This design comes from an exercise in tuning for small area on the open sky130 flow, not from production work.
At most, simulation tests tie the RTL to the original design; equivalence was not proved.
Power figures rest on the tool's default switching activity, not on a simulated workload.

==> flow/design.v <==
`timescale 1ns / 10ps
module sap1_top (
    input  wire        clk,
    input  wire        btnC,
    input  wire        btnR,
    input  wire        btnL,
    input  wire [15:0] sw,
    output wire        sclk,
    output wire        mosi,
    output wire        cs_n,
    output reg  [6:0]  seg,
    output wire [3:0]  an,
    output wire [15:0] led
);
  localparam [2:0] IDLE = 3'd0, SELECT_PROG = 3'd1, INPUT_A = 3'd2, INPUT_B = 3'd3,
                   WRITE_RAM = 3'd4, EXECUTE = 3'd5, WRITE_WAIT = 3'd6;
  reg [3:0] rcnt;
  always @(posedge clk)
    if (btnC) rcnt <= 4'b0111;
    else rcnt <= {rcnt[2:0], rcnt[3] & rcnt[2]};
  wire rst = (rcnt != 4'd0);
  reg [5:0] q;
  reg       run;
  always @(posedge clk)
    if (rst) begin
      q   <= 6'd0;
      run <= 1'b0;
    end else begin
      q <= q + 6'd1;
      if (q[4:0] == 5'd31) run <= 1'b1;
    end
  wire       halt;
  wire       tick     = run & ~halt;
  wire       pe       = tick & (q[4:0] == 5'd0);
  wire       ne       = tick & (q[4:0] == 5'd16);
  wire       spi_evt  = tick & (q[4:0] == 5'd5);
  wire       sap1_clk = tick & ~q[4];
  localparam [15:0] BT_FB = 16'd61583;
  reg       rl, ll;
  reg [3:0] rr, lr;
  reg       rs, ls, rf, lf, rlat, llat;
  reg [1:0] rsy, lsy;
  always @(posedge clk)
    if (rst) begin
      rl <= 1'b0; rr <= 4'd15; rs <= 1'b0; rf <= 1'b0; rlat <= 1'b0; rsy <= 2'b00;
      ll <= 1'b0; lr <= 4'd15; ls <= 1'b0; lf <= 1'b0; llat <= 1'b0; lsy <= 2'b00;
    end else begin
      rl <= btnR;
      rr <= (btnR != rl) ? 4'b1110 : {rr[2:0], BT_FB[rr]};
      if (rr == 4'd15) rs <= rl;
      rf <= rs & ~rf;
      if (rs & ~rf) rlat <= 1'b1;
      else if (rsy[1]) rlat <= 1'b0;
      if (pe) rsy <= {rsy[0], rlat};
      ll <= btnL;
      lr <= (btnL != ll) ? 4'b1110 : {lr[2:0], BT_FB[lr]};
      if (lr == 4'd15) ls <= ll;
      lf <= ls & ~lf;
      if (ls & ~lf) llat <= 1'b1;
      else if (lsy[1]) llat <= 1'b0;
      if (pe) lsy <= {lsy[0], llat};
    end
  wire bR = rsy[1] & ~rsy[0];
  wire bL = lsy[1] & ~lsy[0];
  localparam [15:0] SW_FB = 16'd35059;
  wire [15:0] sst;
  genvar gi;
  generate
    for (gi = 0; gi < 16; gi = gi + 1) begin : g_sw
      if (gi < 8 || gi > 12) begin : g_used
        reg       sy, st;
        reg [4:0] c;
        wire      fb = SW_FB[{c[4], c[3], c[2], c[0]}];
        always @(posedge clk)
          if (rst) begin
            sy <= 1'b0;
            c  <= 5'b00001;
            st <= 1'b0;
          end else begin
            sy <= sw[gi];
            c  <= (sw[gi] != sy) ? 5'b00000 : {c[3:0], fb};
            if (&c) st <= sy;
          end
        assign sst[gi] = st;
      end else begin : g_unused
        assign sst[gi] = 1'b0;
      end
    end
  endgenerate
  reg [2:0] ist;
  reg [2:0] wc;
  reg       wen;
  reg       psng, psub;
  reg [3:0] song;
  reg [7:0] inA, inB, m15;
  wire      ex = (ist == EXECUTE);
  wire      wr_last = (wc == (psng ? 3'd2 : 3'd7));
  always @(posedge clk)
    if (rst) begin
      ist <= IDLE;
      wen <= 1'b0;
    end else if (pe) begin
      case (ist)
        IDLE: if (bR) ist <= SELECT_PROG;
        SELECT_PROG: begin
          if (bR) begin
            if (sst[13]) begin
              ist  <= WRITE_RAM;
              wen  <= 1'b1;
            end else begin
              ist  <= INPUT_A;
            end
          end
          if (bL) ist <= IDLE;
        end
        INPUT_A: begin
          if (bR) ist <= INPUT_B;
          if (bL) ist <= SELECT_PROG;
        end
        INPUT_B: begin
          if (bR) begin
            ist <= WRITE_RAM;
            wen <= 1'b1;
          end
          if (bL) ist <= INPUT_A;
        end
        WRITE_RAM: begin
          if (wr_last) begin
            wen <= 1'b0;
            ist <= EXECUTE;
          end else begin
            wen <= 1'b1;
            ist <= WRITE_WAIT;
          end
        end
        WRITE_WAIT: begin
          wen <= 1'b0;
          ist <= WRITE_RAM;
        end
        EXECUTE: begin
          if (!halt && bL) begin
            ist <= IDLE;
            wen <= 1'b0;
          end
        end
        default: begin
          ist <= IDLE;
          wen <= 1'b0;
        end
      endcase
    end
  always @(posedge clk)
    if (cv) begin
      inB      <= {cv_t[2:0], cv_u[3], cv_u[2:0], acc[8]};
      m15[2:0] <= {cv_h[1:0], cv_t[3]};
    end else if (pe) begin
      if (ist == SELECT_PROG && bR) begin
        psng <= sst[13];
        if (sst[13]) song <= sst[5:2];
        else psub <= (sst[15:14] == 2'b10);
      end
      if (ist == INPUT_A && bR) inA <= sst[7:0];
      if (ist == INPUT_B && bR && !bL) begin
        inB <= sst[7:0];
        m15 <= inA;
      end
      if (ist == WRITE_RAM) wc <= wc + 3'd1;
      else if (ist != WRITE_WAIT) wc <= 3'd0;
    end
  reg [2:0] cst;    
  reg [2:0] pc;
  reg [2:0] opc;    
  reg [3:0] opr;
  reg [7:0] ra, rb;
  reg [8:0] acc;
  reg       udf;
  wire op_lda = ~opc[2] & (opc[1:0] == 2'd0);
  wire op_add = ~opc[2] & (opc[1:0] == 2'd1);
  wire op_sub = ~opc[2] & (opc[1:0] == 2'd2);
  wire op_sng = ~opc[2] & (opc[1:0] == 2'd3);
  wire op_hlt =  opc[2] & (opc[1:0] == 2'd3);
  wire op_as  = op_add | op_sub;
  assign halt = ex & (cst == 3'd3) & op_hlt;
  wire ir_load  = ex & (cst == 3'd2);
  wire a_load   = ex & (cst == 3'd4) & op_lda;
  wire b_load   = ex & (cst == 3'd4) & op_as;
  wire acc_load = ex & (cst == 3'd5) & op_as;
  wire sng_en   = ex & (cst == 3'd3) & op_sng;
  reg [7:0] ins;
  always @(*) begin
    case (pc)
      3'd1:    ins = psng ? {4'h3, song} : 8'h0F;
      3'd2:    ins = psng ? 8'hF0 : (psub ? 8'h2E : 8'h1E);
      3'd3:    ins = 8'hE0;
      3'd4:    ins = 8'h30;
      default: ins = 8'hF0;
    endcase
  end
  wire [7:0] bx  = rb ^ {8{op_sub}};
  wire [8:0] sum = {1'b0, ra} + {1'b0, bx} + {8'd0, op_sub};
  wire       neg = op_sub & ~sum[8];
  wire [7:0] mag = neg ? (~sum[7:0] + 8'd1) : sum[7:0];
  wire       pre_halt = ex & (cst == 3'd2) & op_hlt;
  wire       cv  = pre_halt & ~q[4] & (q[3:0] != 4'd0) & (q[3:0] <= 4'd9);
  wire       cv0 = (q[3:0] == 4'd1);
  wire [3:0] cv_u = cv0 ? 4'd0 : add3(inB[3:0]);
  wire [3:0] cv_t = cv0 ? 4'd0 : add3(inB[7:4]);
  wire [2:0] cv_h = cv0 ? 3'd0 : m15[2:0];
  always @(posedge clk)
    if (rst) cst <= 3'd0;
    else if (ne && ex) cst <= (cst == 3'd5) ? 3'd0 : cst + 3'd1;
  always @(posedge clk)
    if (rst) begin
      pc <= 3'd0; opc <= 3'd0; opr <= 4'd0; ra <= 8'd0; rb <= 8'd0;
      acc <= 9'd0; udf <= 1'b0;
    end else if (pe && ex) begin
      case (cst)
        3'd1: pc <= pc + 3'd1;
        3'd2: begin
          opc <= {ins[7], ins[5:4]};
          opr <= ins[3:0];
        end
        3'd4: begin
          if (op_lda) ra <= m15;
          if (op_as) rb <= inB;
        end
        3'd5: begin
          if (op_as) begin
            acc <= {~op_sub & sum[8], mag};
            udf <= neg;
          end
        end
        default: ;
      endcase
    end else if (cv) acc <= {acc[7:0], 1'b0};
  reg [5:0]  bc;     
  reg        sck;
  reg [35:0] snap;
  wire       sending = ~&bc;
  wire [39:0] word = {snap[35:20], snap[19:12], snap[11], 1'b0, snap[10], 1'b0,
                      1'b0, snap[9:7], 1'b0, snap[6:0]};
  always @(posedge clk)
    if (!sending && q[4:2] == 3'b011)
      snap <= {ra, rb, acc[7:0], sng_en, udf, pc, opr, cst};
  always @(posedge clk)
    if (rst) begin
      bc   <= 6'd63;
      sck  <= 1'b0;
    end else begin
      if (!sending) begin
        if (spi_evt && ex) bc <= 6'd40;
      end else if (q[0]) begin
        sck <= ~sck;
        if (!sck) bc <= bc - 6'd1;
      end
    end
  assign sclk = sck;
  assign cs_n = ~sending;
  assign mosi = (bc < 6'd40) ? word[bc] : 1'b0;
  localparam [6:0] SEG_I = 7'b0110000, SEG_D = 7'b1011110, SEG_L = 7'b0111000,
                   SEG_E = 7'b1111001, SEG_S = 7'b1101101, SEG_A = 7'b1110111,
                   SEG_B = 7'b1111100, SEG_X = 7'b1110110, SEG_C = 7'b0111001,
                   SEG_MINUS = 7'b1000000, SEG_OFF = 7'b0000000;
  function [6:0] seg7;
    input [3:0] d;
    begin
      case (d)
        4'h0: seg7 = 7'b0111111;
        4'h1: seg7 = 7'b0000110;
        4'h2: seg7 = 7'b1011011;
        4'h3: seg7 = 7'b1001111;
        4'h4: seg7 = 7'b1100110;
        4'h5: seg7 = 7'b1101101;
        4'h6: seg7 = 7'b1111101;
        4'h7: seg7 = 7'b0000111;
        4'h8: seg7 = 7'b1111111;
        default: seg7 = 7'b1101111;
      endcase
    end
  endfunction
  function [3:0] add3;
    input [3:0] d;
    begin
      case (d)
        4'd5: add3 = 4'd8;
        4'd6: add3 = 4'd9;
        4'd7: add3 = 4'd10;
        4'd8: add3 = 4'd11;
        4'd9: add3 = 4'd12;
        default: add3 = d;
      endcase
    end
  endfunction
  wire [10:0] bcd = {m15[2:0], inB};
  wire        ge100 = (bcd[10:8] != 3'd0);
  wire        ge10  = ge100 | (bcd[7:4] != 4'd0);
  wire [1:0] ds = q[5:4] + {1'b0, |q[3:0]};
  reg  [1:0] dsp;
  wire [3:0] nib = ds[1] ? {1'b0, bcd[10:8]} : ds[0] ? bcd[7:4] : bcd[3:0];
  wire [6:0] num = seg7(nib);
  wire       shown = (ds == 2'd0) | ((ds == 2'd1) & (udf | ge10)) | ((ds == 2'd2) & (udf | ge100));
  reg  [6:0] txt;
  always @(*) begin
    case (ist)
      IDLE:        txt = (ds == 2'd3) ? SEG_I : (ds == 2'd2) ? SEG_D : (ds == 2'd1) ? SEG_L : SEG_E;
      SELECT_PROG: txt = (ds == 2'd3) ? SEG_S : (ds == 2'd2) ? SEG_E : (ds == 2'd1) ? SEG_L : SEG_OFF;
      INPUT_A:     txt = (ds == 2'd0) ? SEG_A : SEG_OFF;
      INPUT_B:     txt = (ds == 2'd0) ? SEG_B : SEG_OFF;
      EXECUTE:     txt = (ds == 2'd3) ? SEG_E : (ds == 2'd2) ? SEG_X : (ds == 2'd1) ? SEG_E : SEG_C;
      default:     txt = SEG_OFF;
    endcase
  end
  wire [6:0] dig = rst ? SEG_OFF :
                   ~halt ? txt :
                   shown ? num :
                   ((ds == 2'd3) & udf) ? SEG_MINUS : SEG_OFF;
  always @(posedge clk) begin
    dsp <= ds;
    seg <= ~dig;
  end
  assign an = ~(4'b0001 << dsp);
  assign led = {2'b00, 1'b0, ir_load, opc[1:0], ex, bR, acc_load, a_load, b_load,
                wen, halt, sap1_clk, ist[1:0]};
endmodule
export LEC_CHECK = 0
export ABC_AREA = 1
export CAP_MARGIN = 20
export CORE_MARGIN = 2
export CORE_UTILIZATION = 40
export CTS_BUF_LIST = sky130_fd_sc_hd__clkbuf_8
export CTS_CLUSTER_DIAMETER = 60
export CTS_CLUSTER_SIZE = 12
export SLEW_MARGIN = 20
create_clock -name core_clock -period 15.0 [get_ports {clk}]
run.sh (not shown) runs the stock make flow with config.mk's settings and CLKGATE_MAP_FILE= SYNTH_SCRIPT=/design/flow/synth_recipe.tcl, a recipe that flattens the netlist after the stock synthesis.
Next try:
--- a/flow/design.v
+++ b/flow/design.v
@@ -21,22 +21,22 @@
   wire rst = (rcnt != 4'd0);
   reg [5:0] q;
   reg       run;
   always @(posedge clk)
     if (rst) begin
-      q   <= 6'd0;
+      q   <= 6'd15;
       run <= 1'b0;
     end else begin
       q <= q + 6'd1;
-      if (q[4:0] == 5'd31) run <= 1'b1;
+      if (q[4:0] == 5'd14) run <= 1'b1;
     end
   wire       halt;
   wire       tick     = run & ~halt;
-  wire       pe       = tick & (q[4:0] == 5'd0);
-  wire       ne       = tick & (q[4:0] == 5'd16);
-  wire       spi_evt  = tick & (q[4:0] == 5'd5);
-  wire       sap1_clk = tick & ~q[4];
+  wire       pe       = tick & (q[4:0] == 5'd15);
+  wire       ne       = tick & (q[4:0] == 5'd31);
+  wire       spi_evt  = tick & (q[4:0] == 5'd20);
+  wire       sap1_clk = tick & (q[4] ^ (q[3:0] == 4'd15));
   localparam [15:0] BT_FB = 16'd61583;
   reg       rl, ll;
   reg [3:0] rr, lr;
   reg       rs, ls, rf, lf, rlat, llat;
   reg [1:0] rsy, lsy;
@@ -199,12 +199,12 @@
   wire [7:0] bx  = rb ^ {8{op_sub}};
   wire [8:0] sum = {1'b0, ra} + {1'b0, bx} + {8'd0, op_sub};
   wire       neg = op_sub & ~sum[8];
   wire [7:0] mag = neg ? (~sum[7:0] + 8'd1) : sum[7:0];
   wire       pre_halt = ex & (cst == 3'd2) & op_hlt;
-  wire       cv  = pre_halt & ~q[4] & (q[3:0] != 4'd0) & (q[3:0] <= 4'd9);
-  wire       cv0 = (q[3:0] == 4'd1);
+  wire       cv  = pre_halt & q[4] & (~q[3] | (q[2:0] == 3'd0));
+  wire       cv0 = (q[3:0] == 4'd0);
   wire [3:0] cv_u = cv0 ? 4'd0 : add3(inB[3:0]);
   wire [3:0] cv_t = cv0 ? 4'd0 : add3(inB[7:4]);
   wire [2:0] cv_h = cv0 ? 3'd0 : m15[2:0];
   always @(posedge clk)
     if (rst) cst <= 3'd0;
@@ -238,20 +238,20 @@
   reg [35:0] snap;
   wire       sending = ~&bc;
   wire [39:0] word = {snap[35:20], snap[19:12], snap[11], 1'b0, snap[10], 1'b0,
                       1'b0, snap[9:7], 1'b0, snap[6:0]};
   always @(posedge clk)
-    if (!sending && q[4:2] == 3'b011)
+    if (!sending && q[4:2] == 3'b110)
       snap <= {ra, rb, acc[7:0], sng_en, udf, pc, opr, cst};
   always @(posedge clk)
     if (rst) begin
       bc   <= 6'd63;
       sck  <= 1'b0;
     end else begin
       if (!sending) begin
         if (spi_evt && ex) bc <= 6'd40;
-      end else if (q[0]) begin
+      end else if (!q[0]) begin
         sck <= ~sck;
         if (!sck) bc <= bc - 6'd1;
       end
     end
   assign sclk = sck;
@@ -292,11 +292,11 @@
     end
   endfunction
   wire [10:0] bcd = {m15[2:0], inB};
   wire        ge100 = (bcd[10:8] != 3'd0);
   wire        ge10  = ge100 | (bcd[7:4] != 4'd0);
-  wire [1:0] ds = q[5:4] + {1'b0, |q[3:0]};
+  wire [1:0] ds = q[5:4];
   reg  [1:0] dsp;
   wire [3:0] nib = ds[1] ? {1'b0, bcd[10:8]} : ds[0] ? bcd[7:4] : bcd[3:0];
   wire [6:0] num = seg7(nib);
   wire       shown = (ds == 2'd0) | ((ds == 2'd1) & (udf | ge10)) | ((ds == 2'd2) & (udf | ge100));
   reg  [6:0] txt;
Effect:
- The new run produced a clean layout
- hold slack stays flat
- worst setup slack is better by 0.040 ns
- power goes down by 0.78%
- first-iteration DRC count goes down by 27%
- global-route usage goes up by 0.30 points
- non-clock buffer count goes down by 2
- flip-flop and latch count is unchanged
- via count goes up by 2.6%
Function was not checked in any run of this note: the RTL went through the layout flow alone.

---

== main ==
Another version of the RTL of sap1_top (not shown whole).
Size in the first run: about 180 flip-flops, ~0.0078 sq mm of cells after synthesis.
Design sap1_top, start of the top module:
module sap1_top (
    input  wire        clk,
    input  wire        btnC,
    input  wire        btnR,
    input  wire        btnL,
    input  wire [15:0] sw,
    output wire        sclk,
    output wire        mosi,
    output wire        cs_n,
    output wire [6:0]  seg,
    output wire [3:0]  an,
    output wire [15:0] led
);
  localparam [2:0] IDLE = 3'd0, SELECT_PROG = 3'd1, INPUT_A = 3'd2, INPUT_B = 3'd3,
                   WRITE_RAM = 3'd4, EXECUTE = 3'd5, WRITE_WAIT = 3'd6;
  reg [3:0] rcnt;
  always @(posedge clk)
    if (btnC) rcnt <= 4'b0111;
    else rcnt <= {rcnt[2:0], rcnt[3] & rcnt[2]};
  wire rst = (rcnt != 4'd0);
  reg [5:0] q;
  reg       run;
  always @(posedge clk)
    if (rst) begin
      q   <= 6'd15;
      run <= 1'b0;
    end else begin
      q <= q + 6'd1;
      if (q[4:0] == 5'd14) run <= 1'b1;
    end
  wire       halt;
  wire       tick     = run & ~halt;
  wire       pe       = tick & (q[4:0] == 5'd15);
  wire       ne       = tick & (q[4:0] == 5'd31);
  wire       spi_evt  = tick & (q[4:0] == 5'd20);
  wire       sap1_clk = tick & (q[4] ^ (q[3:0] == 4'd15));
  localparam [15:0] BT_FB = 16'd61583;
  reg       rl, ll;
  reg [3:0] rr, lr;
  reg       rs, ls, rf, lf, rlat, llat;
  reg [1:0] rsy, lsy;
  always @(posedge clk)
    if (rst) begin
      rl <= 1'b0; rr <= 4'd15; rs <= 1'b0; rf <= 1'b0; rlat <= 1'b0; rsy <= 2'b00;
      ll <= 1'b0; lr <= 4'd15; ls <= 1'b0; lf <= 1'b0; llat <= 1'b0; lsy <= 2'b00;
    end else begin
      rl <= btnR;
      rr <= (btnR != rl) ? 4'b1110 : {rr[2:0], BT_FB[rr]};
      if (rr == 4'd15) rs <= rl;
  ...
clock: 15.0 ns
lec_check: 0
cap_margin: 20
core_margin: 2
core_utilization: 65
cts_buf_list: sky130_fd_sc_hd__clkbuf_8
cts_cluster_diameter: 60
cts_cluster_size: 12
place_density: 0.75
slew_margin: 20
standard.sh (not shown) runs the stock make flow with config.mk's settings and CLKGATE_MAP_FILE= SYNTH_SCRIPT=/design/flow/synth_recipe.tcl, a recipe that flattens the netlist after the stock synthesis.
==> flow/flow/run.sh <==
#!/bin/bash
# Standard layout with these changes: synthesis maps the logic with an
# area-oriented abc script (flow/area.abc) and without the adder-cell step
# (registers are untouched), the ports are buffered with the smallest
# buffer, and the clock tree is built from mid-size buffers without dummy
# loads.
set -euo pipefail
export MY_ABC_SCRIPT="$PWD/flow/area.abc"
bash standard.sh SYNTH_SCRIPT="$PWD/flow/synth.tcl" ADDER_MAP_FILE= \
  BUFFER_PORTS_ARGS="-buffer_cell sky130_fd_sc_hd__buf_1" \
  CTS_ARGS="-sink_clustering_enable -repair_clock_nets -buf_list sky130_fd_sc_hd__clkbuf_8 -sink_clustering_size 12 -sink_clustering_max_diameter 60 -dont_use_dummy_load" \
  finish > make_flow.log 2>&1
==> flow/flow/area.abc <==
&get -n
&st
&syn3
&dch -f
&put
amap
topo
dnsize -c
==> flow/flow/synth.tcl <==
proc synth {args} { yosys synth -nofsm -noshare {*}$args }
proc abc {args} {
  if {[info exists ::env(MY_ABC_SCRIPT)]} {
    set i [lsearch -exact $args -script]
    if {$i >= 0} { lset args [expr {$i + 1}] $::env(MY_ABC_SCRIPT) }
  }
  yosys abc {*}$args
}
source $::env(SCRIPTS_DIR)/synth.tcl
# left out here: clear keep_hierarchy, flatten, clean up, hide names made inside functions, write 1_2_yosys.v
--- input diff main..the feature branch ---
-- flow/design.v --
<<< main, line 92
  reg       psng;
  reg [3:0] song;    
  reg [2:0] wc;      
  wire      ex = (ist == EXECUTE);
  wire      snap_ld;
>>> the feature branch, line 92
  reg       psng;
  reg [3:0] song;    
  reg [7:0] inA;
  wire      ex = (ist == EXECUTE);
  wire      snap_ld;
<<< main, line 198
  wire       cv  = pre_halt & q[4] & (~q[3] | (q[2:0] == 3'd0));
  wire       cv0 = (q[3:0] == 4'd0);
  wire [3:0] cv_u = cv0 ? 4'd0 : add3(song);
  wire [3:0] cv_t = cv0 ? 4'd0 : add3({wc, psng});
  wire [2:0] cv_h = cv0 ? 3'd0 : pc;
  wire [7:0] acc_r = {acc[1], acc[2], acc[3], acc[4], acc[5], acc[6], acc[7], acc[8]};
  wire       cv_b = q[3] ? acc[0] : acc_r[q[2:0]];
  always @(posedge clk)
    if (cv) wc <= cv_t[2:0];
    else if (pe) begin
      if ((ist == SELECT_PROG && bR && sst[13]) || (ist == INPUT_B && bR)) wc <= 3'd0;
      if (ist == WRITE_RAM) wc <= wc + 3'd1;
    end
  assign wr_last = (wc == (psng ? 3'd2 : 3'd7));
  always @(posedge clk)
    if (cv) begin
      song <= {cv_u[2:0], cv_b};
      psng <= cv_u[3];
    end else if (pe) begin
      if (ist == SELECT_PROG && bR) begin
        psng <= sst[13];
>>> the feature branch, line 198
  wire       cv  = pre_halt & q[4] & (~q[3] | (q[2:0] == 3'd0));
  wire       cv0 = (q[3:0] == 4'd0);
  wire [3:0] cv_u = cv0 ? 4'd0 : add3(inA[3:0]);
  wire [3:0] cv_t = cv0 ? 4'd0 : add3(inA[7:4]);
  wire [2:0] cv_h = cv0 ? 3'd0 : song[2:0];
  wire [7:0] acc_r = {acc[1], acc[2], acc[3], acc[4], acc[5], acc[6], acc[7], acc[8]};
  wire       cv_b = q[3] ? acc[0] : acc_r[q[2:0]];
  always @(posedge clk)
    if (cv) inA <= {cv_t[2:0], cv_u[3], cv_u[2:0], cv_b};
    else if (pe) begin
      if (ist == INPUT_A && bR) inA <= sst[7:0];
      if ((ist == SELECT_PROG && bR && sst[13]) || (ist == INPUT_B && bR)) inA[2:0] <= 3'd0;
      if (ist == WRITE_RAM) inA[2:0] <= inA[2:0] + 3'd1;
    end
  assign wr_last = (inA[2:0] == (psng ? 3'd2 : 3'd7));
  always @(posedge clk)
    if (cv) song[2:0] <= {cv_h[1:0], cv_t[3]};
    else if (pe) begin
      if (ist == SELECT_PROG && bR) begin
        psng <= sst[13];
<<< main, line 228
      pc <= 3'd0; irk <= 1'b0; irn <= 4'd0;
      acc <= 9'd0; udf <= 1'b0;
    end else if (cv) begin
      pc <= {cv_h[1:0], cv_t[3]};
    end else if (pe && ex) begin
      case (cst)
>>> the feature branch, line 227
      pc <= 3'd0; irk <= 1'b0; irn <= 4'd0;
      acc <= 9'd0; udf <= 1'b0;
    end else if (pe && ex) begin
      case (cst)
<<< main, line 251
  wire fetch_w = pe & ex & (cst == 3'd2);
  always @(posedge clk)
    if (commit_ab && a_pend) ra <= rb;
    else if (fetch_w && pc == 3'd1 && psng) ra <= 8'd0;
  always @(posedge clk)
    if ((commit_ab && b_pend) || (pe && ist == INPUT_A && bR && a_pend)) rb <= sst[7:0];
  reg [5:0]  bc;     
  reg        sck;
>>> the feature branch, line 248
  wire fetch_w = pe & ex & (cst == 3'd2);
  always @(posedge clk)
    if (commit_ab && a_pend) ra <= inA;
    else if (fetch_w && pc == 3'd1 && psng) ra <= 8'd0;
  always @(posedge clk)
    if (commit_ab && b_pend) rb <= sst[7:0];
  reg [5:0]  bc;     
  reg        sck;
<<< main, line 331
    end
  endfunction
  wire [10:0] bcd = {pc, wc, psng, song};
  wire        ge100 = (bcd[10:8] != 3'd0);
  wire        ge10  = ge100 | (bcd[7:4] != 4'd0);
>>> the feature branch, line 328
    end
  endfunction
  wire [10:0] bcd = {song[2:0], inA};
  wire        ge100 = (bcd[10:8] != 3'd0);
  wire        ge10  = ge100 | (bcd[7:4] != 4'd0);
Notes after the runs:
- Compared to main, the feature branch has final HPWL from detailed placement about 5% higher.
- Between main and the feature branch, the non-clock buffer count is lower for main.
- [diff] final worst setup slack, the feature branch relative to main: regression
- Relative to main, sequential-to-total area share from yosys stat increased by 0.89 points in the feature branch.
- The feature branch ends up with higher worst hold slack than main does.
- Any difference in post-synthesis to final-layout area growth between the feature branch and main is small enough to ignore.
- Per the comparison of the feature branch with main, total power higher; count of cell instances traversed by the critical path lower.
- The main combinational cell family by area after synthesis comes out simple AND/OR/NAND/NOR gates in one run and compound AO/OA/AOI/OAI gates in the other, namely in main and the feature branch respectively.
- From main to the feature branch the numbers moved as follows: routed metal-1 wire length now sits higher; number of synthesized flops with an enable pin up 5; number of standard cells in the layout, taps in and fillers out did not really move.

-- static timing again, ports no longer ideal --
The results above use ideal ports. As a check the final layouts listed here were re-extracted and re-timed, cells and wires unchanged.
Step 1 assumes that a clkbuf_16 drives the clock port and a buf_2 every other input.
Step 2 moves the port delays by t, midway between the first and last clock arrival at a register: inputs arrive t later, outputs are due t later. That takes back most of the time a late clock gives input paths.
Three values: ideal ports, drivers, drivers and shift; two values: the first two.
| run | t, ns | slack for setup (ns) | latest minus earliest clock arrival (ns) |
|---|---|---|---|
| the first run of note 1 | 0.578 | 8.779 / 8.736 / 9.314 | 0.018 / 0.018 |
| the second run of note 1 | 0.583 | 8.819 / 8.778 / 9.361 | 0.021 / 0.020 |
| main | 0.477 | 8.633 / 8.596 / 9.073 | 0.038 / 0.037 |
| the feature branch | 0.480 | 8.556 / 8.518 / 8.998 | 0.034 / 0.034 |
After both steps setup and hold are still met in every run listed.
